This design comes from an exercise in tuning for small area on the open sky130 flow, not from production work. In this exercise RTL edits were held to simulation tests only and were not proved equivalent to the original. The clock port is modelled as an ideal driver; clocking choices that lean on that would not hold on a real chip. Power is estimated from default activity; no workload was simulated.

$ cat flow/flow/run.sh
#!/bin/bash
# Standard synthesis, then every combinational cell at its smallest drive
# strength, then the standard layout from floorplan to finish.
set -euo pipefail
R=orfs/results/$FLOW_PLATFORM/top/base
LIB=$FLOW_HOME/platforms/$FLOW_PLATFORM/lib/sky130_fd_sc_hd__tt_025C_1v80.lib
bash standard.sh synth > synth.log 2>&1
python3 flow/downsize.py $R/1_2_yosys.v $LIB > downsize.log 2>&1
rm -f $R/1_synth.odb $R/1_synth.sdc
bash standard.sh > layout.log 2>&1
$ cat flow/flow/downsize.py
#!/usr/bin/env python3
"""Give every combinational cell in the synthesized netlist the smallest drive
strength of its function (the flow's repair steps upsize again where needed).
Registers, tie cells and buffers keep the cell the standard synthesis chose."""
import re, sys

net, lib = sys.argv[1], sys.argv[2]
dont = set(sys.argv[3].split()) if len(sys.argv) > 3 else set()
text = open(lib).read()
area = {}
for m in re.finditer(r'cell \("(sky130_fd_sc_hd__\w+)"\)\s*\{(.*?)\barea\s*:\s*([\d.]+)', text, re.S):
    area[m.group(1)] = float(m.group(3))
best = {}
for c, a in area.items():
    if c in dont:
        continue
    base = c.rsplit('_', 1)[0]
    if base not in best or a < area[best[base]] or (a == area[best[base]] and c < best[base]):
        best[base] = c
keep = ('dfxtp', 'dfrtp', 'dfstp', 'conb', 'buf', 'clkbuf', 'dlygate', 'dlymetal')
src = open(net).read()
count = {}
def sub(m):
    c = m.group(1)
    base = c.rsplit('_', 1)[0]
    short = base[len('sky130_fd_sc_hd__'):]
    if short.startswith(keep) or base not in best or best[base] == c:
        return m.group(0)
    count[c + ' -> ' + best[base]] = count.get(c + ' -> ' + best[base], 0) + 1
    return best[base] + m.group(2)
src = re.sub(r'\b(sky130_fd_sc_hd__\w+?)(\s+[\\\w])', sub, src)
open(net, 'w').write(src)
for k, v in sorted(count.items()):
    print(v, k)
$ cat flow/standard.sh
#!/bin/bash
# synth_recipe.tcl (not shown) runs the flow's synth.tcl, then flattens the netlist and writes it again
# the make line also repeats each setting of config.mk as NAME=value (left out here)
make -C /OpenROAD-flow-scripts/flow DESIGN_CONFIG=/design/flow/config.mk WORK_HOME=/design/flow/orfs CLKGATE_MAP_FILE= SYNTH_SCRIPT=/design/flow/synth_recipe.tcl "${@:-finish}"
$ cat flow/config.mk
export PLATFORM = sky130hd
export DESIGN_NAME = top
export DESIGN_NICKNAME = top
export VERILOG_FILES = /design/flow/design.v
export SDC_FILE = /design/flow/constraint.sdc
export NUM_CORES = 4
export LEC_CHECK = 0
export CAP_MARGIN = 20
export CORE_MARGIN = 2
export CORE_UTILIZATION = 40
export SLEW_MARGIN = 20
export SYNTH_HIERARCHICAL = 1
$ cat flow/constraint.sdc
create_clock -name core_clock -period 10.0 [get_ports {clk}]
set_input_delay 2.0000 -clock core_clock [delete_from_list [all_inputs] [get_ports {clk}]]
set_output_delay 2.0000 -clock core_clock [all_outputs]
set_load 0.01 [all_outputs]
$ cat flow/design.v
module top #(
    parameter   input_clk_freq  = 100_000_000,
    parameter   output_clk_freq = 40_000,
    parameter   setup_time      = 10,
    parameter   pulse_duration  = 10
)(
    input   clk,
    input   rst_n,
    output  SRCLK,
    output  RCLK,
    output  SER
);
    reg [4:0] P;
    reg [5:0] Q;
    reg [5:0] R;
    reg [6:0] U;
    wire n8;
    wire n11;
    wire n13;
    wire n14;
    wire n15;
    wire n17;
    wire n18;
    wire n20;
    wire n21;
    wire n22;
    wire n23;
    wire n24;
    wire n25;
    wire n26;
    wire n28;
    wire n31;
    wire n32;
    wire n34;
    wire n35;
    wire n37;
    wire n38;
    wire n39;
    wire n40;
    wire n42;
    wire n43;
    wire n44;
    wire n45;
    wire n46;
    wire n47;
    wire n49;
    wire n50;
    wire n51;
    wire n52;
    wire n53;
    wire n54;
    wire n55;
    wire n56;
    wire n57;
    wire n58;
    wire n59;
    wire n60;
    wire n61;
    wire n62;
    wire n63;
    wire n64;
    wire n65;
    wire n66;
    wire n67;
    wire n68;
    wire n69;
    wire n70;
    wire n71;
    wire n72;
    wire n73;
    wire n74;
    wire n75;
    wire n77;
    wire n78;
    wire n79;
    wire n80;
    wire n81;
    wire n82;
    wire n83;
    wire n84;
    wire n85;
    wire n86;
    wire n87;
    wire n88;
    wire n89;
    wire n90;
    wire n91;
    wire n92;
    wire n93;
    wire n94;
    wire n95;
    wire n96;
    wire n97;
    wire n98;
    wire n99;
    wire n100;
    wire n101;
    wire n102;
    wire n103;
    wire n104;
    wire n105;
    wire n106;
    wire n107;
    wire n108;
    wire n109;
    wire n110;
    wire n111;
    wire n112;
    wire n113;
    wire n114;
    wire n115;
    wire n116;
    wire n117;
    wire n118;
    wire n119;
    wire n120;
    wire n121;
    wire n123;
    wire n125;
    wire n126;
    wire n127;
    wire n128;
    wire n129;
    wire n130;
    wire n131;
    wire n132;
    wire n133;
    wire n134;
    wire n135;
    wire n136;
    wire n137;
    wire n138;
    wire n139;
    wire n140;
    wire n141;
    wire n142;
    wire n143;
    wire n144;
    wire n145;
    wire n146;
    wire n147;
    wire n148;
    wire n149;
    wire n150;
    wire n151;
    wire n152;
    wire n153;
    wire n154;
    wire n155;
    wire n156;
    wire n157;
    wire n158;
    wire n159;
    wire n160;
    wire n161;
    wire n162;
    wire n163;
    wire n164;
    wire n165;
    wire n166;
    wire n167;
    wire n168;
    wire n169;
    wire n170;
    wire n172;
    wire n174;
    wire n175;
    wire n176;
    wire n177;
    wire n178;
    wire n179;
    wire n180;
    wire n181;
    wire n182;
    wire n183;
    wire n184;
    wire n185;
    wire n186;
    wire n187;
    wire n188;
    wire n189;
    wire n190;
    wire n191;
    wire n192;
    wire n193;
    wire n194;
    wire n195;
    wire n196;
    wire n197;
    wire n198;
    wire n199;
    wire n200;
    wire n201;
    wire n202;
    wire n203;
    wire n204;
    wire n205;
    wire n206;
    wire n207;
    wire n208;
    wire n209;
    wire n210;
    wire n211;
    wire n212;
    wire n213;
    wire n214;
    wire n215;
    wire n216;
    wire n217;
    wire n218;
    wire n219;
    wire n220;
    wire n221;
    wire n222;
    wire n223;
    wire n224;
    wire n225;
    wire n226;
    wire n227;
    wire n228;
    wire n231;
    wire n234;
    wire n236;
    wire n237;
    wire n238;
    wire n239;
    wire n240;
    wire n241;
    wire n243;
    wire n244;
    wire n245;
    wire n246;
    wire n247;
    wire n248;
    wire n249;
    wire n250;
    wire n251;
    wire n252;
    wire n253;
    wire n254;
    wire n255;
    wire n256;
    wire n257;
    wire n258;
    wire n259;
    wire n260;
    wire n261;
    wire n262;
    wire n263;
    wire n264;
    wire n265;
    wire n266;
    wire n267;
    wire n268;
    wire n269;
    wire n270;
    wire n271;
    wire n272;
    wire n273;
    wire n274;
    wire n275;
    wire n276;
    wire n277;
    wire n278;
    wire n279;
    wire n280;
    wire n281;
    wire n282;
    wire n283;
    wire n284;
    wire n285;
    wire n286;
    wire n287;
    wire n288;
    wire n289;
    wire n290;
    wire n291;
    wire n292;
    wire n293;
    wire n294;
    wire n295;
    wire n296;
    wire n297;
    wire n298;
    wire n299;
    wire n300;
    wire n301;
    wire n302;
    wire n303;
    wire n304;
    wire n305;
    wire n306;
    wire n307;
    wire n308;
    wire n309;
    wire n310;
    wire n311;
    wire n312;
    wire n313;
    wire n314;
    wire n315;
    wire n316;
    wire n317;
    wire n318;
    wire n319;
    wire n320;
    wire n321;
    wire n322;
    wire n323;
    wire n324;
    wire n325;
    wire n326;
    wire n327;
    wire n328;
    wire n329;
    wire n330;
    wire n331;
    wire n332;
    wire n333;
    wire n334;
    wire n335;
    always @(posedge clk) begin
        P[0] <= n310;
        P[1] <= n309;
        P[2] <= n285;
        P[3] <= n306;
        P[4] <= n327;
        Q[0] <= n303;
        Q[1] <= n300;
        Q[2] <= n289;
        Q[3] <= n287;
        Q[4] <= n279;
        Q[5] <= n292;
        R[0] <= n269;
        R[1] <= n265;
        R[2] <= n335;
        R[3] <= n333;
        R[4] <= n330;
        R[5] <= n298;
        U[0] <= n326;
        U[1] <= n324;
        U[2] <= n321;
        U[3] <= n318;
        U[4] <= n315;
        U[5] <= n313;
        U[6] <= n282;
    end
    lm_clkinv g0 (.A(R[0]), .Y(n8));
    lm_nor2 g1 (.A(Q[3]), .B(Q[4]), .Y(n11));
    lm_clkinv g2 (.A(Q[2]), .Y(n13));
    lm_nand2 g3 (.A(n11), .B(n13), .Y(n14));
    lm_clkinv g4 (.A(n14), .Y(n15));
    lm_clkinv g5 (.A(Q[1]), .Y(n17));
    lm_nand2 g6 (.A(n15), .B(n17), .Y(n18));
    lm_clkinv g7 (.A(Q[5]), .Y(n20));
    lm_nand2 g8 (.A(n18), .B(n20), .Y(n21));
    lm_clkinv g9 (.A(n21), .Y(n22));
    lm_clkinv g10 (.A(Q[3]), .Y(n23));
    lm_clkinv g11 (.A(Q[4]), .Y(n24));
    lm_nor2 g12 (.A(n23), .B(n24), .Y(n25));
    lm_o21ai g13 (.A1(n17), .A2(n13), .B1(n25), .Y(n26));
    lm_nand2 g14 (.A(n26), .B(Q[0]), .Y(n28));
    lm_nor2 g15 (.A(R[4]), .B(R[5]), .Y(n31));
    lm_clkinv g16 (.A(n31), .Y(n32));
    lm_nor2 g17 (.A(R[3]), .B(n32), .Y(n34));
    lm_nand3 g18 (.A(n22), .B(n28), .C(n34), .Y(n35));
    lm_nor2 g19 (.A(R[1]), .B(n35), .Y(n37));
    lm_clkinv g20 (.A(n37), .Y(n38));
    lm_nor2 g21 (.A(n8), .B(n38), .Y(n39));
    lm_clkinv g22 (.A(n39), .Y(n40));
    lm_clkinv g23 (.A(U[5]), .Y(n42));
    lm_a21oi g24 (.A1(n42), .A2(Q[1]), .B1(Q[2]), .Y(n43));
    lm_o21ai g25 (.A1(n42), .A2(Q[1]), .B1(n43), .Y(n44));
    lm_clkinv g26 (.A(n25), .Y(n45));
    lm_nor2 g27 (.A(Q[5]), .B(n45), .Y(n46));
    lm_clkinv g28 (.A(Q[0]), .Y(n47));
    lm_nor2 g29 (.A(U[4]), .B(n47), .Y(n49));
    lm_clkinv g30 (.A(n49), .Y(n50));
    lm_nand2 g31 (.A(n47), .B(U[4]), .Y(n51));
    lm_nand3 g32 (.A(n46), .B(n50), .C(n51), .Y(n52));
    lm_nor2 g33 (.A(n44), .B(n52), .Y(n53));
    lm_clkinv g34 (.A(n53), .Y(n54));
    lm_clkinv g35 (.A(U[4]), .Y(n55));
    lm_nor2 g36 (.A(U[5]), .B(n55), .Y(n56));
    lm_clkinv g37 (.A(n56), .Y(n57));
    lm_nor3 g38 (.A(Q[1]), .B(n25), .C(n57), .Y(n58));
    lm_nor3 g39 (.A(U[4]), .B(n42), .C(n14), .Y(n59));
    lm_o21ai g40 (.A1(n58), .A2(n59), .B1(n22), .Y(n60));
    lm_nand2 g41 (.A(n54), .B(n60), .Y(n61));
    lm_clkinv g42 (.A(n61), .Y(n62));
    lm_a21oi g43 (.A1(n17), .A2(U[5]), .B1(n13), .Y(n63));
    lm_nor2 g44 (.A(n43), .B(n63), .Y(n64));
    lm_nand4 g45 (.A(n46), .B(n64), .C(n50), .D(n51), .Y(n65));
    lm_nand2 g46 (.A(n62), .B(n65), .Y(n66));
    lm_nor3 g47 (.A(Q[4]), .B(n57), .C(n21), .Y(n67));
    lm_clkinv g48 (.A(n67), .Y(n68));
    lm_nor2 g49 (.A(n23), .B(n68), .Y(n69));
    lm_clkinv g50 (.A(n64), .Y(n70));
    lm_nand2 g51 (.A(n70), .B(n50), .Y(n71));
    lm_nand2 g52 (.A(n44), .B(n49), .Y(n72));
    lm_nand3 g53 (.A(n71), .B(n72), .C(n46), .Y(n73));
    lm_clkinv g54 (.A(n73), .Y(n74));
    lm_a21oi g55 (.A1(n66), .A2(n69), .B1(n74), .Y(n75));
    lm_nor3 g56 (.A(R[2]), .B(n40), .C(n75), .Y(n77));
    lm_nor2 g57 (.A(R[0]), .B(n35), .Y(n78));
    lm_clkinv g58 (.A(n78), .Y(n79));
    lm_nor2 g59 (.A(Q[5]), .B(Q[2]), .Y(n80));
    lm_nand2 g60 (.A(n56), .B(n80), .Y(n81));
    lm_nor3 g61 (.A(n25), .B(n11), .C(n81), .Y(n82));
    lm_a21oi g62 (.A1(n67), .A2(n23), .B1(n82), .Y(n83));
    lm_clkinv g63 (.A(n83), .Y(n84));
    lm_nor2 g64 (.A(n74), .B(n84), .Y(n85));
    lm_clkinv g65 (.A(R[1]), .Y(n86));
    lm_nor2 g66 (.A(R[2]), .B(n35), .Y(n87));
    lm_clkinv g67 (.A(n87), .Y(n88));
    lm_nor2 g68 (.A(n86), .B(n88), .Y(n89));
    lm_clkinv g69 (.A(n89), .Y(n90));
    lm_a211oi g70 (.A1(n69), .A2(n79), .B1(n85), .C1(n90), .Y(n91));
    lm_clkinv g71 (.A(n85), .Y(n92));
    lm_nor2 g72 (.A(n67), .B(n92), .Y(n93));
    lm_clkinv g73 (.A(n93), .Y(n94));
    lm_nor2 g74 (.A(n67), .B(n66), .Y(n95));
    lm_clkinv g75 (.A(n95), .Y(n96));
    lm_a21oi g76 (.A1(n66), .A2(n54), .B1(n82), .Y(n97));
    lm_nor2 g77 (.A(n87), .B(n37), .Y(n98));
    lm_clkinv g78 (.A(n98), .Y(n99));
    lm_a2111oi g79 (.A1(n94), .A2(n96), .B1(n97), .C1(n78), .D1(n99), .Y(n100));
    lm_nor3 g80 (.A(n77), .B(n91), .C(n100), .Y(n101));
    lm_nor2 g81 (.A(n84), .B(n66), .Y(n102));
    lm_a211oi g82 (.A1(n73), .A2(n79), .B1(n99), .C1(n102), .Y(n103));
    lm_clkinv g83 (.A(R[2]), .Y(n104));
    lm_nor2 g84 (.A(n104), .B(n38), .Y(n105));
    lm_clkinv g85 (.A(n105), .Y(n106));
    lm_a21oi g86 (.A1(n75), .A2(n70), .B1(n82), .Y(n107));
    lm_a211oi g87 (.A1(n24), .A2(n66), .B1(R[0]), .C1(n107), .Y(n108));
    lm_nor2 g88 (.A(n106), .B(n108), .Y(n109));
    lm_nand2 g89 (.A(n66), .B(n69), .Y(n110));
    lm_nor2 g90 (.A(n85), .B(n110), .Y(n111));
    lm_nor2 g91 (.A(n93), .B(n111), .Y(n112));
    lm_clkinv g92 (.A(n112), .Y(n113));
    lm_a21oi g93 (.A1(n23), .A2(n95), .B1(n113), .Y(n114));
    lm_o21ai g94 (.A1(n103), .A2(n109), .B1(n114), .Y(n115));
    lm_clkinv g95 (.A(n66), .Y(n116));
    lm_o21ai g96 (.A1(n23), .A2(n116), .B1(n92), .Y(n117));
    lm_nor2 g97 (.A(R[0]), .B(n106), .Y(n118));
    lm_a21oi g98 (.A1(n117), .A2(R[0]), .B1(n118), .Y(n119));
    lm_nand2 g99 (.A(n95), .B(n74), .Y(n120));
    lm_a21oi g100 (.A1(n119), .A2(n90), .B1(n120), .Y(n121));
    lm_clkinv g101 (.A(U[1]), .Y(n123));
    lm_o21ai g102 (.A1(U[0]), .A2(n121), .B1(n123), .Y(n125));
    lm_a21oi g103 (.A1(n101), .A2(n115), .B1(n125), .Y(n126));
    lm_clkinv g104 (.A(U[0]), .Y(n127));
    lm_nor2 g105 (.A(n82), .B(n96), .Y(n128));
    lm_nor3 g106 (.A(n107), .B(n128), .C(n119), .Y(n129));
    lm_clkinv g107 (.A(n102), .Y(n130));
    lm_clkinv g108 (.A(R[3]), .Y(n131));
    lm_nor2 g109 (.A(n17), .B(n20), .Y(n132));
    lm_nor2 g110 (.A(Q[5]), .B(n18), .Y(n133));
    lm_a31oi g111 (.A1(Q[0]), .A2(n15), .A3(n132), .B1(n133), .Y(n134));
    lm_nor2 g112 (.A(n131), .B(n134), .Y(n135));
    lm_clkinv g113 (.A(n135), .Y(n136));
    lm_nor2 g114 (.A(n104), .B(n136), .Y(n137));
    lm_nor2 g115 (.A(R[0]), .B(R[1]), .Y(n138));
    lm_clkinv g116 (.A(n138), .Y(n139));
    lm_o21ai g117 (.A1(n87), .A2(n137), .B1(n139), .Y(n140));
    lm_a21oi g118 (.A1(n73), .A2(n37), .B1(n140), .Y(n141));
    lm_a21oi g119 (.A1(n37), .A2(n140), .B1(n141), .Y(n142));
    lm_o21ai g120 (.A1(n74), .A2(n130), .B1(n142), .Y(n143));
    lm_o21ai g121 (.A1(n15), .A2(n85), .B1(n96), .Y(n144));
    lm_nand2 g122 (.A(n144), .B(n120), .Y(n145));
    lm_nand2 g123 (.A(n145), .B(n38), .Y(n146));
    lm_nor3 g124 (.A(n79), .B(n102), .C(n113), .Y(n147));
    lm_a21oi g125 (.A1(n143), .A2(n146), .B1(n147), .Y(n148));
    lm_nor3 g126 (.A(n127), .B(n129), .C(n148), .Y(n149));
    lm_clkinv g127 (.A(n114), .Y(n150));
    lm_nor2 g128 (.A(n111), .B(n128), .Y(n151));
    lm_clkinv g129 (.A(n35), .Y(n152));
    lm_nor2 g130 (.A(n8), .B(n86), .Y(n153));
    lm_clkinv g131 (.A(n153), .Y(n154));
    lm_nand2 g132 (.A(n152), .B(n154), .Y(n155));
    lm_nand2 g133 (.A(n151), .B(n155), .Y(n156));
    lm_o21ai g134 (.A1(n79), .A2(n150), .B1(n156), .Y(n157));
    lm_o22ai g135 (.A1(n8), .A2(n87), .B1(n53), .B2(n92), .Y(n158));
    lm_a31oi g136 (.A1(n120), .A2(n54), .A3(n105), .B1(n39), .Y(n159));
    lm_a21oi g137 (.A1(n150), .A2(n158), .B1(n159), .Y(n160));
    lm_a21oi g138 (.A1(n24), .A2(Q[2]), .B1(n23), .Y(n161));
    lm_nor3 g139 (.A(n8), .B(n68), .C(n66), .Y(n162));
    lm_nor2 g140 (.A(n8), .B(n102), .Y(n163));
    lm_nor2 g141 (.A(R[0]), .B(n130), .Y(n164));
    lm_nor2 g142 (.A(n163), .B(n164), .Y(n165));
    lm_nor2 g143 (.A(n165), .B(n150), .Y(n166));
    lm_nor3 g144 (.A(n92), .B(n162), .C(n166), .Y(n167));
    lm_a311oi g145 (.A1(R[0]), .A2(n116), .A3(n161), .B1(n90), .C1(n167), .Y(n168));
    lm_a2111oi g146 (.A1(n98), .A2(n157), .B1(U[0]), .C1(n160), .D1(n168), .Y(n169));
    lm_nor3 g147 (.A(n123), .B(n149), .C(n169), .Y(n170));
    lm_clkinv g148 (.A(U[2]), .Y(n172));
    lm_o211ai g149 (.A1(n126), .A2(n170), .B1(n172), .C1(U[3]), .Y(n174));
    lm_a21oi g150 (.A1(Q[0]), .A2(n20), .B1(n32), .Y(n175));
    lm_nor2 g151 (.A(n175), .B(n134), .Y(n176));
    lm_clkinv g152 (.A(n176), .Y(n177));
    lm_o21ai g153 (.A1(R[2]), .A2(R[1]), .B1(n135), .Y(n178));
    lm_nand2 g154 (.A(n177), .B(n178), .Y(n179));
    lm_clkinv g155 (.A(U[3]), .Y(n180));
    lm_o21ai g156 (.A1(n139), .A2(n88), .B1(n180), .Y(n181));
    lm_nor2 g157 (.A(n154), .B(n136), .Y(n182));
    lm_a21oi g158 (.A1(n137), .A2(n8), .B1(n182), .Y(n183));
    lm_a31oi g159 (.A1(n152), .A2(n139), .A3(n154), .B1(n176), .Y(n184));
    lm_nand2 g160 (.A(n137), .B(n86), .Y(n185));
    lm_nand2 g161 (.A(n182), .B(n104), .Y(n186));
    lm_a21boi g162 (.A1(n185), .A2(n186), .B1_N(n175), .Y(n187));
    lm_nor2 g163 (.A(n180), .B(n187), .Y(n188));
    lm_a21oi g164 (.A1(n183), .A2(n184), .B1(n188), .Y(n189));
    lm_a211oi g165 (.A1(n144), .A2(n120), .B1(n90), .C1(n162), .Y(n190));
    lm_o21ai g166 (.A1(n189), .A2(n190), .B1(n104), .Y(n191));
    lm_a21oi g167 (.A1(n191), .A2(n143), .B1(n147), .Y(n192));
    lm_a21oi g168 (.A1(n96), .A2(n75), .B1(n163), .Y(n193));
    lm_o31ai g169 (.A1(n106), .A2(n193), .A3(n166), .B1(U[3]), .Y(n194));
    lm_o221ai g170 (.A1(n179), .A2(n181), .B1(n192), .B2(n194), .C1(n127), .Y(n195));
    lm_nor2 g171 (.A(n23), .B(n116), .Y(n196));
    lm_o21ai g172 (.A1(n67), .A2(n196), .B1(n110), .Y(n197));
    lm_nand2 g173 (.A(n154), .B(n139), .Y(n198));
    lm_a22oi g174 (.A1(R[1]), .A2(n53), .B1(n197), .B2(n198), .Y(n199));
    lm_nor2 g175 (.A(n92), .B(n196), .Y(n200));
    lm_o22ai g176 (.A1(n61), .A2(n40), .B1(n79), .B2(n200), .Y(n201));
    lm_nand3 g177 (.A(n199), .B(n94), .C(n201), .Y(n202));
    lm_nand2 g178 (.A(n140), .B(n177), .Y(n203));
    lm_nor2 g179 (.A(n203), .B(n118), .Y(n204));
    lm_nand2 g180 (.A(n102), .B(n183), .Y(n205));
    lm_nand3 g181 (.A(n204), .B(n155), .C(n205), .Y(n206));
    lm_a211oi g182 (.A1(n202), .A2(n206), .B1(n87), .C1(n111), .Y(n207));
    lm_a21oi g183 (.A1(n54), .A2(n85), .B1(n199), .Y(n208));
    lm_o21ai g184 (.A1(n138), .A2(n200), .B1(n156), .Y(n209));
    lm_nand2 g185 (.A(n209), .B(n87), .Y(n210));
    lm_o21ai g186 (.A1(n208), .A2(n210), .B1(U[3]), .Y(n211));
    lm_a21oi g187 (.A1(n204), .A2(n180), .B1(n127), .Y(n212));
    lm_o21ai g188 (.A1(n207), .A2(n211), .B1(n212), .Y(n213));
    lm_nand3 g189 (.A(n195), .B(n123), .C(n213), .Y(n214));
    lm_nor3 g190 (.A(n180), .B(n187), .C(n121), .Y(n215));
    lm_nor3 g191 (.A(Q[5]), .B(n18), .C(n179), .Y(n216));
    lm_nor2 g192 (.A(n20), .B(n24), .Y(n217));
    lm_a2111oi g193 (.A1(n187), .A2(R[0]), .B1(n78), .C1(n216), .D1(n217), .Y(n218));
    lm_o21ai g194 (.A1(U[3]), .A2(n218), .B1(U[0]), .Y(n219));
    lm_nor2 g195 (.A(n89), .B(n77), .Y(n220));
    lm_nor2 g196 (.A(n107), .B(n199), .Y(n221));
    lm_a21oi g197 (.A1(n17), .A2(n45), .B1(n106), .Y(n222));
    lm_o311ai g198 (.A1(Q[3]), .A2(R[0]), .A3(n107), .B1(n222), .C1(n114), .Y(n223));
    lm_a21oi g199 (.A1(n147), .A2(R[1]), .B1(n100), .Y(n224));
    lm_o311ai g200 (.A1(n200), .A2(n220), .A3(n221), .B1(n223), .C1(n224), .Y(n225));
    lm_a21oi g201 (.A1(n225), .A2(U[3]), .B1(n189), .Y(n226));
    lm_o221ai g202 (.A1(n215), .A2(n219), .B1(U[0]), .B2(n226), .C1(U[1]), .Y(n227));
    lm_nand3 g203 (.A(n214), .B(U[2]), .C(n227), .Y(n228));
    lm_nand2 g204 (.A(n174), .B(n228), .Y(SER));
    lm_or2 g205 (.A(P[0]), .B(P[1]), .X(n231));
    lm_a21oi g206 (.A1(n231), .A2(P[2]), .B1(P[3]), .Y(n234));
    lm_clkinv g207 (.A(P[4]), .Y(n236));
    lm_nor2 g208 (.A(n236), .B(n217), .Y(n237));
    lm_clkinv g209 (.A(P[3]), .Y(n238));
    lm_nand3 g210 (.A(P[2]), .B(P[0]), .C(P[1]), .Y(n239));
    lm_nor2 g211 (.A(n238), .B(n239), .Y(n240));
    lm_clkinv g212 (.A(n240), .Y(n241));
    lm_nor4 g213 (.A(U[0]), .B(U[4]), .C(U[5]), .D(U[6]), .Y(n243));
    lm_nand3 g214 (.A(n237), .B(n241), .C(n243), .Y(n244));
    lm_nor2 g215 (.A(n234), .B(n244), .Y(RCLK));
    lm_a21oi g216 (.A1(P[2]), .A2(P[1]), .B1(P[3]), .Y(n245));
    lm_nand2 g217 (.A(n237), .B(U[6]), .Y(n246));
    lm_nor2 g218 (.A(n245), .B(n246), .Y(SRCLK));
    lm_nor2 g219 (.A(n236), .B(n241), .Y(n247));
    lm_clkinv g220 (.A(n247), .Y(n248));
    lm_nor2 g221 (.A(n127), .B(n248), .Y(n249));
    lm_nand2 g222 (.A(n249), .B(U[1]), .Y(n250));
    lm_nor2 g223 (.A(n172), .B(n250), .Y(n251));
    lm_clkinv g224 (.A(n251), .Y(n252));
    lm_nor2 g225 (.A(n180), .B(n252), .Y(n253));
    lm_nand2 g226 (.A(n253), .B(U[4]), .Y(n254));
    lm_nor2 g227 (.A(n42), .B(n254), .Y(n255));
    lm_clkinv g228 (.A(n255), .Y(n256));
    lm_nor2 g229 (.A(U[6]), .B(n256), .Y(n257));
    lm_clkinv g230 (.A(n257), .Y(n258));
    lm_nor2 g231 (.A(n8), .B(n258), .Y(n259));
    lm_nor2 g232 (.A(R[1]), .B(n259), .Y(n260));
    lm_nor2 g233 (.A(n154), .B(n258), .Y(n261));
    lm_nand3 g234 (.A(n259), .B(R[4]), .C(R[5]), .Y(n262));
    lm_nand3 g235 (.A(n257), .B(n47), .C(n132), .Y(n263));
    lm_nand3 g236 (.A(n262), .B(rst_n), .C(n263), .Y(n264));
    lm_nor3 g237 (.A(n260), .B(n261), .C(n264), .Y(n265));
    lm_nor2 g238 (.A(R[0]), .B(n257), .Y(n266));
    lm_nor2 g239 (.A(n266), .B(n259), .Y(n267));
    lm_nand2 g240 (.A(n267), .B(n263), .Y(n268));
    lm_nand2 g241 (.A(n268), .B(rst_n), .Y(n269));
    lm_nor2 g242 (.A(n47), .B(n262), .Y(n270));
    lm_clkinv g243 (.A(n270), .Y(n271));
    lm_nor2 g244 (.A(n17), .B(n271), .Y(n272));
    lm_clkinv g245 (.A(n272), .Y(n273));
    lm_nor2 g246 (.A(n80), .B(n273), .Y(n274));
    lm_clkinv g247 (.A(n274), .Y(n275));
    lm_a21oi g248 (.A1(Q[2]), .A2(n45), .B1(n275), .Y(n276));
    lm_nor2 g249 (.A(n23), .B(n275), .Y(n277));
    lm_nor2 g250 (.A(Q[4]), .B(n277), .Y(n278));
    lm_o21ai g251 (.A1(n276), .A2(n278), .B1(rst_n), .Y(n279));
    lm_clkinv g252 (.A(rst_n), .Y(n280));
    lm_a21oi g253 (.A1(n256), .A2(U[6]), .B1(n280), .Y(n281));
    lm_nand2 g254 (.A(n258), .B(n281), .Y(n282));
    lm_a21oi g255 (.A1(P[0]), .A2(P[1]), .B1(P[2]), .Y(n283));
    lm_nand2 g256 (.A(n239), .B(rst_n), .Y(n284));
    lm_nor2 g257 (.A(n283), .B(n284), .Y(n285));
    lm_a21oi g258 (.A1(n272), .A2(Q[2]), .B1(Q[3]), .Y(n286));
    lm_o21ai g259 (.A1(n286), .A2(n277), .B1(rst_n), .Y(n287));
    lm_nor2 g260 (.A(Q[2]), .B(n272), .Y(n288));
    lm_o21ai g261 (.A1(n288), .A2(n274), .B1(rst_n), .Y(n289));
    lm_nor2 g262 (.A(n20), .B(n25), .Y(n290));
    lm_o211ai g263 (.A1(n46), .A2(n290), .B1(Q[2]), .C1(n272), .Y(n291));
    lm_o211ai g264 (.A1(n20), .A2(n272), .B1(rst_n), .C1(n291), .Y(n292));
    lm_nand3 g265 (.A(n259), .B(R[4]), .C(R[5]), .Y(n293));
    lm_nand2 g266 (.A(n293), .B(n263), .Y(n294));
    lm_nand2 g267 (.A(n261), .B(R[2]), .Y(n295));
    lm_nor3b g268 (.A(n131), .B(n295), .C_N(R[4]), .Y(n296));
    lm_nor2 g269 (.A(R[5]), .B(n296), .Y(n297));
    lm_o21ai g270 (.A1(n294), .A2(n297), .B1(rst_n), .Y(n298));
    lm_nor2 g271 (.A(Q[1]), .B(n270), .Y(n299));
    lm_o21ai g272 (.A1(n299), .A2(n272), .B1(rst_n), .Y(n300));
    lm_o21ai g273 (.A1(Q[0]), .A2(n294), .B1(n271), .Y(n301));
    lm_nand3 g274 (.A(n257), .B(n13), .C(n132), .Y(n302));
    lm_nand3 g275 (.A(n301), .B(rst_n), .C(n302), .Y(n303));
    lm_o21ai g276 (.A1(n236), .A2(n243), .B1(n240), .Y(n304));
    lm_nand2 g277 (.A(n304), .B(rst_n), .Y(n305));
    lm_a21oi g278 (.A1(n238), .A2(n239), .B1(n305), .Y(n306));
    lm_nand2 g279 (.A(P[0]), .B(P[1]), .Y(n307));
    lm_a21oi g280 (.A1(n231), .A2(n307), .B1(n247), .Y(n308));
    lm_nor2 g281 (.A(n280), .B(n308), .Y(n309));
    lm_nand2 g282 (.A(P[0]), .B(rst_n), .Y(n310));
    lm_clkinv g283 (.A(n254), .Y(n311));
    lm_o21ai g284 (.A1(U[5]), .A2(n311), .B1(rst_n), .Y(n312));
    lm_nor2 g285 (.A(n255), .B(n312), .Y(n313));
    lm_o21ai g286 (.A1(U[4]), .A2(n253), .B1(rst_n), .Y(n314));
    lm_nor2 g287 (.A(n314), .B(n311), .Y(n315));
    lm_nor2 g288 (.A(U[3]), .B(n251), .Y(n316));
    lm_nand2 g289 (.A(n255), .B(U[6]), .Y(n317));
    lm_o211ai g290 (.A1(n253), .A2(n316), .B1(rst_n), .C1(n317), .Y(n318));
    lm_nand2 g291 (.A(n250), .B(n172), .Y(n319));
    lm_nand2 g292 (.A(n252), .B(n319), .Y(n320));
    lm_a21oi g293 (.A1(n317), .A2(n320), .B1(n280), .Y(n321));
    lm_o21ai g294 (.A1(n127), .A2(n248), .B1(n123), .Y(n322));
    lm_nand2 g295 (.A(n250), .B(n322), .Y(n323));
    lm_nand3 g296 (.A(n317), .B(rst_n), .C(n323), .Y(n324));
    lm_nor2 g297 (.A(U[0]), .B(n247), .Y(n325));
    lm_o21ai g298 (.A1(n325), .A2(n249), .B1(rst_n), .Y(n326));
    lm_o211ai g299 (.A1(n236), .A2(n240), .B1(rst_n), .C1(n304), .Y(n327));
    lm_nor2 g300 (.A(n131), .B(n295), .Y(n328));
    lm_nor2 g301 (.A(R[4]), .B(n328), .Y(n329));
    lm_o31ai g302 (.A1(n294), .A2(n296), .A3(n329), .B1(rst_n), .Y(n330));
    lm_clkinv g303 (.A(n295), .Y(n331));
    lm_nor2 g304 (.A(R[3]), .B(n331), .Y(n332));
    lm_nor3 g305 (.A(n264), .B(n328), .C(n332), .Y(n333));
    lm_nor2 g306 (.A(R[2]), .B(n261), .Y(n334));
    lm_nor3 g307 (.A(n334), .B(n331), .C(n264), .Y(n335));
endmodule
module lm_a2111oi(input A1, A2, B1, C1, D1, output Y);
    assign Y = (~A1&~B1&~C1&~D1) | (~A2&~B1&~C1&~D1);
endmodule
module lm_a211oi(input A1, A2, B1, C1, output Y);
    assign Y = (~A1&~B1&~C1) | (~A2&~B1&~C1);
endmodule
module lm_a21boi(input A1, A2, B1_N, output Y);
    assign Y = (~A1&B1_N) | (~A2&B1_N);
endmodule
module lm_a21oi(input A1, A2, B1, output Y);
    assign Y = (~A1&~B1) | (~A2&~B1);
endmodule
module lm_a22oi(input A1, A2, B1, B2, output Y);
    assign Y = (~A1&~B1) | (~A1&~B2) | (~A2&~B1) | (~A2&~B2);
endmodule
module lm_a311oi(input A1, A2, A3, B1, C1, output Y);
    assign Y = (~A1&~B1&~C1) | (~A2&~B1&~C1) | (~A3&~B1&~C1);
endmodule
module lm_a31oi(input A1, A2, A3, B1, output Y);
    assign Y = (~A1&~B1) | (~A2&~B1) | (~A3&~B1);
endmodule
module lm_clkinv(input A, output Y);
    assign Y = (~A);
endmodule
module lm_nand2(input A, B, output Y);
    assign Y = (~A) | (~B);
endmodule
module lm_nand3(input A, B, C, output Y);
    assign Y = (~A) | (~B) | (~C);
endmodule
module lm_nand4(input A, B, C, D, output Y);
    assign Y = (~A) | (~B) | (~C) | (~D);
endmodule
module lm_nor2(input A, B, output Y);
    assign Y = (~A&~B);
endmodule
module lm_nor3(input A, B, C, output Y);
    assign Y = (~A&~B&~C);
endmodule
module lm_nor3b(input A, B, C_N, output Y);
    assign Y = (~A&~B&C_N);
endmodule
module lm_nor4(input A, B, C, D, output Y);
    assign Y = (~A&~B&~C&~D);
endmodule
module lm_o211ai(input A1, A2, B1, C1, output Y);
    assign Y = (~A1&~A2) | (~B1) | (~C1);
endmodule
module lm_o21ai(input A1, A2, B1, output Y);
    assign Y = (~A1&~A2) | (~B1);
endmodule
module lm_o221ai(input A1, A2, B1, B2, C1, output Y);
    assign Y = (~B1&~B2) | (~A1&~A2) | (~C1);
endmodule
module lm_o22ai(input A1, A2, B1, B2, output Y);
    assign Y = (~B1&~B2) | (~A1&~A2);
endmodule
module lm_o311ai(input A1, A2, A3, B1, C1, output Y);
    assign Y = (~A1&~A2&~A3) | (~B1) | (~C1);
endmodule
module lm_o31ai(input A1, A2, A3, B1, output Y);
    assign Y = (~A1&~A2&~A3) | (~B1);
endmodule
module lm_or2(input A, B, output X);
    assign X = (A) | (B);
endmodule
==> results of run 1 <==
[worst reg2reg max path, cell delays in order, from the launching register on]
cell and delay [ns]:
sky130_fd_sc_hd__dfxtp_1 0.41, sky130_fd_sc_hd__nand3_1 0.14, sky130_fd_sc_hd__nor2_1 0.18, sky130_fd_sc_hd__inv_1 0.08
sky130_fd_sc_hd__nor2_1 0.21, sky130_fd_sc_hd__inv_1 0.08, sky130_fd_sc_hd__nor2_1 0.14, sky130_fd_sc_hd__nand2_1 0.11
sky130_fd_sc_hd__nor2_1 0.15, sky130_fd_sc_hd__inv_1 0.07, sky130_fd_sc_hd__nor2_1 0.28, sky130_fd_sc_hd__nand2_1 0.12
sky130_fd_sc_hd__nor2_1 0.23, sky130_fd_sc_hd__inv_1 0.09, sky130_fd_sc_hd__nor2_1 0.32, sky130_fd_sc_hd__inv_1 0.17
sky130_fd_sc_hd__nor2_1 0.28, sky130_fd_sc_hd__nand3_1 0.15, sky130_fd_sc_hd__nor2_1 0.16, sky130_fd_sc_hd__inv_1 0.07
sky130_fd_sc_hd__nor2_1 0.35, sky130_fd_sc_hd__inv_1 0.08, sky130_fd_sc_hd__nor2_1 0.15, sky130_fd_sc_hd__inv_1 0.07
sky130_fd_sc_hd__nor2_1 0.12, sky130_fd_sc_hd__nor2_1 0.06, sky130_fd_sc_hd__o21ai_0 0.15
[state kept, by name (all words and copies together) (netlist names)]
register / flops
U: 7
P: 5
R: 6
Q: 6
[how the worst min path moves through the flow]
stage | startpoint | to | slack (ns) | depth (start not counted)
2_1_floorplan | P[0]$_DFF_P_ | P[0]$_DFF_P_ | 0.40 | 1
3_3_place_gp | P[0]$_DFF_P_ | P[0]$_DFF_P_ | 0.43 | 1
3_5_place_dp | P[0]$_DFF_P_ | P[0]$_DFF_P_ | 0.43 | 1
4_1_cts | P[0]$_DFF_P_ | P[0]$_DFF_P_ | 0.45 | 1
5_1_grt | P[0]$_DFF_P_ | P[0]$_DFF_P_ | 0.49 | 1
6_report | P[0]$_DFF_P_ | P[0]$_DFF_P_ | 0.46 | 1
[metrics by stage]
step	std cells	total power [mW]	setup WS [ns]	area, sq um	hold WS [ns]
after floorplan	332	0.103	5.04	1870	0.399
after global placement	388	0.105	3.85	1980	0.430
after detailed placement	388	0.105	3.93	1980	0.431
after CTS	392	0.191	3.61	2050	0.454
after global routing	392	0.197	3.14	2050	0.490
final	392	0.189	3.51	2050	0.456
[power breakdown]
part / switching [mW] / internal [mW] / leakage, nW
clock: 0.0322 / 0.0535 / 0.0357
combinational: 0.00289 / 0.00180 / 0.677
sequential: 0.00134 / 0.0967 / 0.195
total: 0.0365 / 0.152 / 0.908
[final cells by class]
type | instances | area (sq um) | area share
well taps | 52 | 65.1 | 0.0317
flip-flops and latches | 24 | 480 | 0.234
inverters | 60 | 225 | 0.110
clock inverters | 1 | 30.0 | 0.0147
multi-input cells | 248 | 1170 | 0.570
repair buffers | 4 | 40.0 | 0.0195
clock buffers | 3 | 41.3 | 0.0201
[layer usage]
metal  vias up  part of all wire  track usage
met2        96              0.42        0.380
met5         -                 0            0
met4         0             0.051        0.119
met3        28             0.056       0.0361
met1      1024              0.47        0.353
li1       1121                 -            -
[layout by cell type (no fill, tap or decap)]
| cell | count |
|---|---|
| sky130_fd_sc_hd__nor2_1 | 81 |
| sky130_fd_sc_hd__inv_1 | 60 |
| sky130_fd_sc_hd__nand2_1 | 40 |
| sky130_fd_sc_hd__a21oi_1 | 34 |
| sky130_fd_sc_hd__o21ai_0 | 29 |
| sky130_fd_sc_hd__dfxtp_1 | 24 |
| sky130_fd_sc_hd__nor3_1 | 17 |
| sky130_fd_sc_hd__nand3_1 | 16 |
| sky130_fd_sc_hd__o211ai_1 | 5 |
| sky130_fd_sc_hd__a211oi_1 | 5 |
| sky130_fd_sc_hd__clkdlybuf4s50_1 | 4 |
| sky130_fd_sc_hd__a31oi_1 | 3 |
| sky130_fd_sc_hd__a2111oi_0 | 3 |
| sky130_fd_sc_hd__clkbuf_8 | 3 |
| sky130_fd_sc_hd__o22ai_1 | 2 |
| sky130_fd_sc_hd__o31ai_1 | 2 |
| sky130_fd_sc_hd__o221ai_1 | 2 |
| sky130_fd_sc_hd__o311ai_0 | 2 |
| sky130_fd_sc_hd__a311oi_1 | 1 |
| sky130_fd_sc_hd__a21boi_0 | 1 |
| sky130_fd_sc_hd__a22oi_1 | 1 |
| sky130_fd_sc_hd__or2_0 | 1 |
| sky130_fd_sc_hd__nor4_1 | 1 |
| sky130_fd_sc_hd__nor3b_1 | 1 |
| sky130_fd_sc_hd__nand4_1 | 1 |
| sky130_fd_sc_hd__bufinv_16 | 1 |
==> run_results.csv, run 1 <==
group,metric,value,unit
critical_path,criticalPathCategory,"register to output port",
timing,finalSetupTns,0,ns
critical_path,crit_buf_inv,7,
drt,drt-wirelength-per-cell,15.8,microns
logic_synthesis,mappedNetlistNets,334,
final_layout,synth_to_layout_area_growth,9.42,%
grt,globalRouteTotalUtil,0.252,
logic_synthesis,synth.yosys.warnings,7,
critical_path,path_max_fanout,8,
critical_path,crit_family,"simple AND/OR/NAND/NOR gates",
worst_hold_path,worstHoldPathType,"register to register",
status,status,"complete, no violations",
drt,ant_nets,0,
clocking,cts_tree,"yes",
timing,layout_worst_path_cycle_share,0.649,
clocking,worstSkewPairLatency,0.27,ns
drt,num_vias,2269,
critical_path,worstPathCellList,"inv_1, nor2_1, inv_1, nor2_1, nand3_1, nor2_1, inv_1, nand2_1, inv_1, nand2_1, nand2_1, nor2_1, nor2_1, inv_1, a21oi_1, inv_1, nor2_1, nor3_1, a311oi_1, a2111oi_0, nor3_1, o211ai_1, nand2_1, clkdlybuf4s50_1",
drt,drc_errors,0,
critical_path,worstPathRequired,8.00,ns
clocking,clock_path_buffers,2,
critical_path,timing.critical_path.to,"SER",
placement,gp_routability_congestion,1.01,
floorplanning,placeableCoreArea,4440,sq um
drt,detail_route.wirelength,6.18,mm
clocking,h-tree-depth,1,
critical_path,r2r-end,"Q[4]$_DFF_P_",
critical_path,critPathLaunchType,"register",
critical_path,setup.worst_path.end_class,"output port",
clocking,cts.sinks,24,
clocking,cts.reportedPaths.clkPinSlew,0.09,ns
critical_path,worst_path_largest_cell_delay,0.48,ns
pwr,leakage,0.908,nW
pwr,peakVddDrop,50.7,uV
critical_path,arrival,4.49,ns
final_layout,antenna-diode-count,0,
floorplanning,chipHeight,72.4,microns
drt,first_iter_violations,353,
final_layout,layout-drive-gt1-share,0.0118,
floorplanning,die_area,5250,sq um
timing,slew-limit-headroom,0.519,
timing,final_hold_viol_count,0,
job,max_cap_check_violation_count,0,
floorplanning,top_level_ports,5,
timing,unrepaired_setup_endpoints_after_global_routing,"no",
floorplanning,floorplan.die.width,72.4,microns
grt,overflow,0,
timing,max_freq,154,MHz
timing,final-setup-viol-count,0,
critical_path,ff2ff_setup_slack,5.51,ns
timing,max_clock_skew,0.00245,ns
logic_synthesis,synthesis.instances,332,
critical_path,rr_worst_depth,26,
clocking,cts_inserted_buffers,3,
timing,timing_worst_slew_pin_value,0.715,ns
drt,drt-pass1-iter-count,6,
clocking,post_cts_hold_buffer_count,0,
grt,antenna_found_initial,0,
drt,post_drt_via_cell_ratio,5.79,
grt,wire_length_of_the_first_global_routing_pass,10.2,mm
critical_path,crit-reg2reg-launch,"P[1]$_DFF_P_",
placement,hpwl,4.88,mm
grt,grt_max_degree,21,
final_layout,nNetsFinal,343,
logic_synthesis,mappedNetlistArea,1870,sq um
floorplanning,initial_core_util,0.421,
grt,first_global_vias,2089,
clocking,post_cts_buffers,0,
timing,final.min_clock_period,6.49,ns
clocking,cts_root_buffer,"sky130_fd_sc_hd__clkbuf_8",
critical_path,timing.critical_path.slowest_stage_cell,"sky130_fd_sc_hd__a2111oi_0",
critical_path,startpoint,"Q[3]$_DFF_P_",
pwr,power_per_cell_area,92.0,nW/um^2
floorplanning,row_count,24,
clocking,postcts_resize_cnt,0,
logic_synthesis,syn-mean-instance-area,5.64,sq um
critical_path,path_depth,24,
final_layout,finished_core_util,0.461,
final_layout,number_of_fill_cells,513,
timing,maxSlewViolCount,0,
placement,numPortBuffers,4,
==> run 2, diff against run 1 <==
==> flow/flow/run.sh (replaced) <==
#!/bin/bash
# Standard synthesis, then every combinational cell at its smallest drive
# strength, then the standard layout from floorplan to finish, with the ports
# buffered by buf_1 and a clock tree without dummy loads.
set -euo pipefail
R=orfs/results/$FLOW_PLATFORM/top/base
LIB=$FLOW_HOME/platforms/$FLOW_PLATFORM/lib/sky130_fd_sc_hd__tt_025C_1v80.lib
bash standard.sh synth > synth.log 2>&1
python3 flow/downsize.py $R/1_2_yosys.v $LIB > downsize.log 2>&1
rm -f $R/1_synth.odb $R/1_synth.sdc
export BUFFER_PORTS_ARGS="-buffer_cell sky130_fd_sc_hd__buf_1"
export CTS_ARGS="-sink_clustering_enable -repair_clock_nets -dont_use_dummy_load"
bash standard.sh > layout.log 2>&1
==> run 2 against run 1 <==
Effect of this change: still clean; critical path depth unchanged; core utilization fell by 1.2 points; count of clock-buffer cells in the layout unchanged; via count about the same; worst setup slack improved by 0.27 ns; critical endpoint unchanged; largest cell class unchanged.
==> run_results.csv, run 2 <==
group,metric,value,unit
clocking,clock_path_buffers,2,
final_layout,register_containing_the_most_flip_flops_in_the_final_layout,"U",
critical_path,worstPathRequired,8.00,ns
placement,gp_routability_congestion,0.975,
clocking,post_cts_buffers,0,
drt,first_iter_violations,326,
critical_path,path_max_fanout,8,
logic_synthesis,synthesis.instances,332,
critical_path,critPathLaunchType,"register",
placement,numPortBuffers,4,
drt,num_vias,2271,
grt,wire_length_of_the_first_global_routing_pass,10.3,mm
clocking,post_cts_hold_buffer_count,0,
job,max_cap_check_violation_count,0,
logic_synthesis,mappedNetlistNets,334,
clocking,postcts_resize_cnt,0,
floorplanning,top_level_ports,5,
drt,drt-pass1-iter-count,5,
final_layout,largest_reg_flops,7,
timing,slew-limit-headroom,0.482,
drt,drc_errors,0,
critical_path,arrival,4.22,ns
pwr,leakage,0.884,nW
critical_path,setup.worst_path.end_class,"output port",
worst_hold_path,worstHoldPathType,"register to register",
drt,post_drt_via_cell_ratio,5.81,
final_layout,reg_top3,"U x7, Q x6, R x6",
pwr,power_per_cell_area,80.3,nW/um^2
final_layout,antenna-diode-count,0,
final_layout,final-instance-count-excl-fill,391,
final_layout,synth_to_layout_area_growth,6.48,%
timing,unrepaired_setup_endpoints_after_global_routing,"no",
clocking,cts.reportedPaths.clkPinSlew,0.09,ns
timing,timing_worst_slew_pin_value,0.777,ns
status,status,"complete, no violations",
placement,hpwl,4.91,mm
final_layout,nNetsFinal,343,
clocking,cts.sinks,24,
clocking,cts_root_buffer,"sky130_fd_sc_hd__clkbuf_8",
floorplanning,initial_core_util,0.421,
clocking,h-tree-depth,1,
floorplanning,floorplan.die.width,72.4,microns
placement,dpl_worst_slack,4.21,ns
timing,layout_worst_path_cycle_share,0.622,
floorplanning,row_count,24,
placement,dpl.cell_count,388,
floorplanning,placeableCoreArea,4440,sq um
grt,globalRouteTotalUtil,0.251,
logic_synthesis,synth.yosys.warnings,7,
grt,antenna_found_initial,0,
drt,detail_route.wirelength,6.17,mm
clocking,cts_tree,"yes",
grt,grt_max_degree,21,
timing,final-setup-viol-count,0,
final_layout,final_common_cell,"sky130_fd_sc_hd__nor2_1",
timing,max_freq,161,MHz
final_layout,most-common-layout-cells,"sky130_fd_sc_hd__nor2_1 (81), sky130_fd_sc_hd__inv_1 (60), sky130_fd_sc_hd__nand2_1 (40)",
drt,drt-wirelength-per-cell,15.8,microns
logic_synthesis,mappedNetlistArea,1870,sq um
pwr,peakVddDrop,56.7,uV
timing,finalSetupTns,0,ns
critical_path,criticalPathCategory,"register to output port",
floorplanning,chipHeight,72.4,microns
clocking,worstSkewPairLatency,0.27,ns
timing,final.min_clock_period,6.22,ns
final_layout,layout-drive-gt1-share,0.00885,
grt,overflow,0,
timing,worst_slack,3.78,ns
timing,max_clock_skew,0.00937,ns
clocking,cts_inserted_buffers,3,
drt,ant_nets,0,
timing,final_hold_viol_count,0,
timing,maxSlewViolCount,0,
critical_path,ff2ff_setup_slack,5.60,ns
logic_synthesis,syn-mean-instance-area,5.64,sq um
floorplanning,die_area,5250,sq um
grt,first_global_vias,2124,
run 2: routing by layer:
metal,vias to the layer above,routed length [microns],global-route usage
li1,1124,-,-
met3,24,368,0.0444
met1,1024,2870,0.340
met4,0,257,0.136
met5,-,0,0
met2,99,2670,0.379
run 2: final cells by class:
cell class / count / area, sq um
clock buffer: 3 / 41.3
fill: 502 / 2450
inverter: 60 / 225
multi-input combinational: 248 / 1170
sequential: 24 / 480
tap: 52 / 65.1
timing repair buffer: 4 / 15.0
run 2: per-stage QoR:
step	util	hold WS, ns	power [mW]	instance area [sq um]
after floorplan	-	0.399	0.103	1870
after global placement	0.439	0.429	0.105	1950
after detailed placement	0.439	0.429	0.105	1950
after CTS	0.449	0.451	0.162	1990
after global routing	0.449	0.502	0.168	1990
final	0.449	0.451	0.160	1990
run 2: critical path: stages, from the launching register on:
cell and delay (ns):
sky130_fd_sc_hd__dfxtp_1 0.39, sky130_fd_sc_hd__inv_1 0.16, sky130_fd_sc_hd__nor2_1 0.26, sky130_fd_sc_hd__inv_1 0.13, sky130_fd_sc_hd__nor2_1 0.22, sky130_fd_sc_hd__nand3_1 0.12
sky130_fd_sc_hd__nor2_1 0.22, sky130_fd_sc_hd__inv_1 0.14, sky130_fd_sc_hd__nand2_1 0.11, sky130_fd_sc_hd__inv_1 0.04, sky130_fd_sc_hd__nand2_1 0.21, sky130_fd_sc_hd__nand2_1 0.14
sky130_fd_sc_hd__nor2_1 0.22, sky130_fd_sc_hd__nor2_1 0.07, sky130_fd_sc_hd__inv_1 0.10, sky130_fd_sc_hd__a21oi_1 0.08, sky130_fd_sc_hd__inv_1 0.12, sky130_fd_sc_hd__nor2_1 0.07
sky130_fd_sc_hd__nor3_1 0.20, sky130_fd_sc_hd__a311oi_1 0.07, sky130_fd_sc_hd__a2111oi_0 0.43, sky130_fd_sc_hd__nor3_1 0.09, sky130_fd_sc_hd__o211ai_1 0.18, sky130_fd_sc_hd__nand2_1 0.07
sky130_fd_sc_hd__buf_1 0.12
run 2: power breakdown:
part	internal (mW)	switching, mW	total (mW)
sequential	0.0967	0.00134	0.0981
clock	0.0270	0.0308	0.0578
combinational	0.00153	0.00283	0.00436
run 2: worst paths after layout:
check	startpoint	to	cells after the start
setup / recovery	Q[3]$_DFF_P_	SER	24
hold / removal	P[0]$_DFF_P_	P[0]$_DFF_P_	1
setup reg to reg	P[1]$_DFF_P_	Q[4]$_DFF_P_	26
hold reg to reg	P[0]$_DFF_P_	P[0]$_DFF_P_	1
==> run 3, diff against run 2 <==
--- a/flow/flow/run.sh
+++ b/flow/flow/run.sh
@@ -2,5 +2,6 @@
 # Standard synthesis, then every combinational cell at its smallest drive
 # strength, then the standard layout from floorplan to finish, with the ports
-# buffered by buf_1 and a clock tree without dummy loads.
+# buffered by buf_1, a clock tree without dummy loads and its root buffer
+# (which drives only the buffers below it) at clkbuf_2.
 set -euo pipefail
 R=orfs/results/$FLOW_PLATFORM/top/base
@@ -11,3 +12,5 @@
 export BUFFER_PORTS_ARGS="-buffer_cell sky130_fd_sc_hd__buf_1"
 export CTS_ARGS="-sink_clustering_enable -repair_clock_nets -dont_use_dummy_load"
+bash standard.sh cts > layout_cts.log 2>&1
+CTS_ODB=$R/4_cts.odb openroad -no_init -exit flow/rootbuf.tcl > rootbuf.log 2>&1
 bash standard.sh > layout.log 2>&1
==> flow/flow/rootbuf.tcl (new file) <==
# The clock tree's root buffer only drives the few buffers below it: give it
# the smallest clock buffer that does, and legalize the placement again.
read_db $::env(CTS_ODB)
set block [ord::get_db_block]
set small [[ord::get_db] findMaster sky130_fd_sc_hd__clkbuf_2]
set clk [$block findNet clk]
foreach it [$clk getITerms] {
  set inst [$it getInst]
  set m [[$inst getMaster] getName]
  if {[regexp {clkbuf} $m] && [$it isInputSignal]} {
    set out [[$inst findITerm X] getNet]
    set fanout [llength [$out getITerms]]
    set leafs 1
    foreach o [$out getITerms] {
      if {[$o isInputSignal] && ![regexp {clkbuf} [[[$o getInst] getMaster] getName]]} { set leafs 0 }
    }
    puts "root [$inst getName] $m fanout [expr $fanout - 1] only_buffers $leafs"
    if {$leafs && $fanout <= 5} {
      $inst swapMaster $small
      puts "swapped to sky130_fd_sc_hd__clkbuf_2"
    }
  }
}
detailed_placement
check_placement -verbose
write_db $::env(CTS_ODB)
==> run 3 against run 2 <==
Effect of this change: still clean on timing, DRC and antenna; final area shrank 0.44%; clock skew grew 0.0023 ns; synthesized cell count is the same; fmax shrank 0.35%; clock power shrank 12%; critical path depth is the same; first-iteration DRC count shrank 12%; count of clock-buffer cells in the layout is the same; die area is the same; critical endpoint unchanged.
==> run_results.csv, run 3 <==
group,metric,value,unit
status,status,"complete, no violations",
clocking,cts.sinks,24,
drt,num_vias,2270,
worst_hold_path,worstHoldPathType,"register to register",
placement,numPortBuffers,4,
logic_synthesis,syn-mean-instance-area,5.64,sq um
final_layout,antenna-diode-count,0,
logic_synthesis,synthesis.instances,332,
clocking,worstSkewPairLatency,0.28,ns
floorplanning,chipHeight,72.4,microns
final_layout,number_of_fill_cells,502,
timing,layout_worst_path_cycle_share,0.624,
job,max_cap_check_violation_count,0,
floorplanning,floorplan.die.width,72.4,microns
final_layout,layout-drive-gt1-share,0.00885,
grt,use_met2,0.379,
placement,hpwl,4.91,mm
final_layout,final_common_cell,"sky130_fd_sc_hd__nor2_1",
timing,max_clock_skew,0.0116,ns
drt,drt-wirelength-per-cell,15.8,microns
floorplanning,placeableCoreArea,4440,sq um
grt,first_global_vias,2121,
grt,wire_length_of_the_first_global_routing_pass,10.2,mm
clocking,cts.reportedPaths.clkPinSlew,0.09,ns
floorplanning,top_level_ports,5,
clocking,cts_root_buffer,"sky130_fd_sc_hd__clkbuf_8",
drt,drc_errors,0,
final_layout,area.sequential,480,sq um
final_layout,multi_input_area,1170,sq um
clocking,clock_path_buffers,2,
critical_path,worst_path_largest_cell_delay,0.43,ns
critical_path,critPathLaunchType,"register",
timing,timing_worst_slew_pin_value,0.757,ns
pwr,power_per_cell_area,77.1,nW/um^2
pwr,finalPower,153,uW
logic_synthesis,mappedNetlistNets,334,
clocking,postcts_resize_cnt,0,
clocking,post_cts_hold_buffer_count,0,
timing,max_freq,160,MHz
clocking,cts_tree,"yes",
timing,final-setup-viol-count,0,
logic_synthesis,mappedNetlistArea,1870,sq um
pwr,leakage,0.881,nW
critical_path,worstPathRequired,8.00,ns
logic_synthesis,synth.yosys.warnings,7,
critical_path,crit_family,"simple AND/OR/NAND/NOR gates",
timing,finalSetupTns,0,ns
grt,global_route_track_usage_on_met1,0.340,
critical_path,arrival,4.24,ns
critical_path,criticalPathCategory,"register to output port",
critical_path,timing.critical_path.slowest_stage_cell,"sky130_fd_sc_hd__a2111oi_0",
critical_path,worstPathCellList,"inv_1, nor2_1, inv_1, nor2_1, nand3_1, nor2_1, inv_1, nand2_1, inv_1, nand2_1, nand2_1, nor2_1, nor2_1, inv_1, a21oi_1, inv_1, nor2_1, nor3_1, a311oi_1, a2111oi_0, nor3_1, o211ai_1, nand2_1, buf_1",
critical_path,setup.worst_path.end_class,"output port",
final_layout,reg_top3,"U x7, Q x6, R x6",
grt,grt_max_degree,21,
timing,unrepaired_setup_endpoints_after_global_routing,"no",
drt,drt-pass1-iter-count,7,
grt,overflow,0,
floorplanning,initial_core_util,0.421,
timing,final.min_clock_period,6.24,ns
timing,slew-limit-headroom,0.495,
clocking,cts_inserted_buffers,3,
drt,first_iter_violations,288,
final_layout,most-common-layout-cells,"sky130_fd_sc_hd__nor2_1 (81), sky130_fd_sc_hd__inv_1 (60), sky130_fd_sc_hd__nand2_1 (40)",
critical_path,crit_buf_inv,7,
floorplanning,die_area,5250,sq um
floorplanning,row_count,24,
timing,final_hold_viol_count,0,
grt,global_route.usage.met3,0.0403,
drt,detail_route.wirelength,6.17,mm
final_layout,register_containing_the_most_flip_flops_in_the_final_layout,"U",
final_layout,synth_to_layout_area_growth,6.01,%
clocking,h-tree-depth,1,
drt,post_drt_via_cell_ratio,5.81,
pwr,peakVddDrop,56.6,uV
drt,ant_nets,0,
timing,maxSlewViolCount,0,
critical_path,path_max_fanout,8,
grt,antenna_found_initial,0,
clocking,post_cts_buffers,0,
grt,globalRouteTotalUtil,0.250,
placement,gp_routability_congestion,0.975,
final_layout,nNetsFinal,343,
final_layout,largest_reg_flops,7,
grt,gr-max-usage-layer,"met2",
run 3: routing by layer:
metal | share of wire | routed length [microns]
met4 | 0.038 | 235
met1 | 0.46 | 2870
met5 | 0 | 0
met3 | 0.063 | 387
met2 | 0.43 | 2680
run 3: worst paths after layout:
| path | from | end | slack [ns] | cells past startpoint |
|---|---|---|---|---|
| worst min register to register | P[0]$_DFF_P_ | P[0]$_DFF_P_ | 0.45 | 1 |
| worst min-delay path | P[0]$_DFF_P_ | P[0]$_DFF_P_ | 0.45 | 1 |
| worst max-delay path | Q[3]$_DFF_P_ | SER | 3.76 | 24 |
| worst max register to register | P[1]$_DFF_P_ | Q[4]$_DFF_P_ | 5.53 | 26 |
run 3: stage by stage:
stage / cells / hold WS [ns] / setup slack (ns) / util / area, sq um
after global routing: 391 / 0.502 / 3.34 / 0.447 / 1990
after detailed placement: 388 / 0.429 / 4.21 / 0.439 / 1950
after CTS: 391 / 0.451 / 3.92 / 0.449 / 1990
after global placement: 388 / 0.429 / 4.15 / 0.439 / 1950
after floorplan: 332 / 0.399 / 5.04 / - / 1870
final: 391 / 0.451 / 3.76 / 0.447 / 1990
run 3: area by class of cell:
class                      instances  share of cell area
timing repair buffer               4             0.00756
inverter                          60               0.113
clock buffer                       3              0.0164
tap                               52              0.0328
multi-input combinational        248               0.588
sequential                        24               0.242
run 3: power breakdown:
group | leakage (nW) | internal [mW] | switching [mW]
Sequential | 0.195 | 0.0967 | 0.00132
Clock | 0.0185 | 0.0209 | 0.0299
Combinational | 0.668 | 0.00153 | 0.00280

static timing again, ports no longer ideal:
No port has a modelled driver above. Below, the same layouts with a new extraction and two added sets of constraints. Step 1: set_driving_cell puts a clkbuf_16 on clk and a buf_2 on each other input, an assumption about the parent block. Step 2 also shifts input and output timing later by t, the mid clock arrival at the registers, as if the neighbouring blocks saw the same clock. a / b / c = ideal ports / drivers / drivers and shift; a / b = the first two.
run | t (ns) | setup slack, ns | slew at the worst register clock pin (ns) | pins driven straight from the clock port
run 1 | 0.292 | 3.513 / 3.486 / 3.778 | 0.09 / 0.09 | 1
run 2 | 0.290 | 3.780 / 3.754 / 4.044 | 0.09 / 0.09 | 1
run 3 | 0.301 | 3.759 / 3.734 / 4.036 | 0.09 / 0.09 | 1
After both steps setup and hold are still met in every run listed.
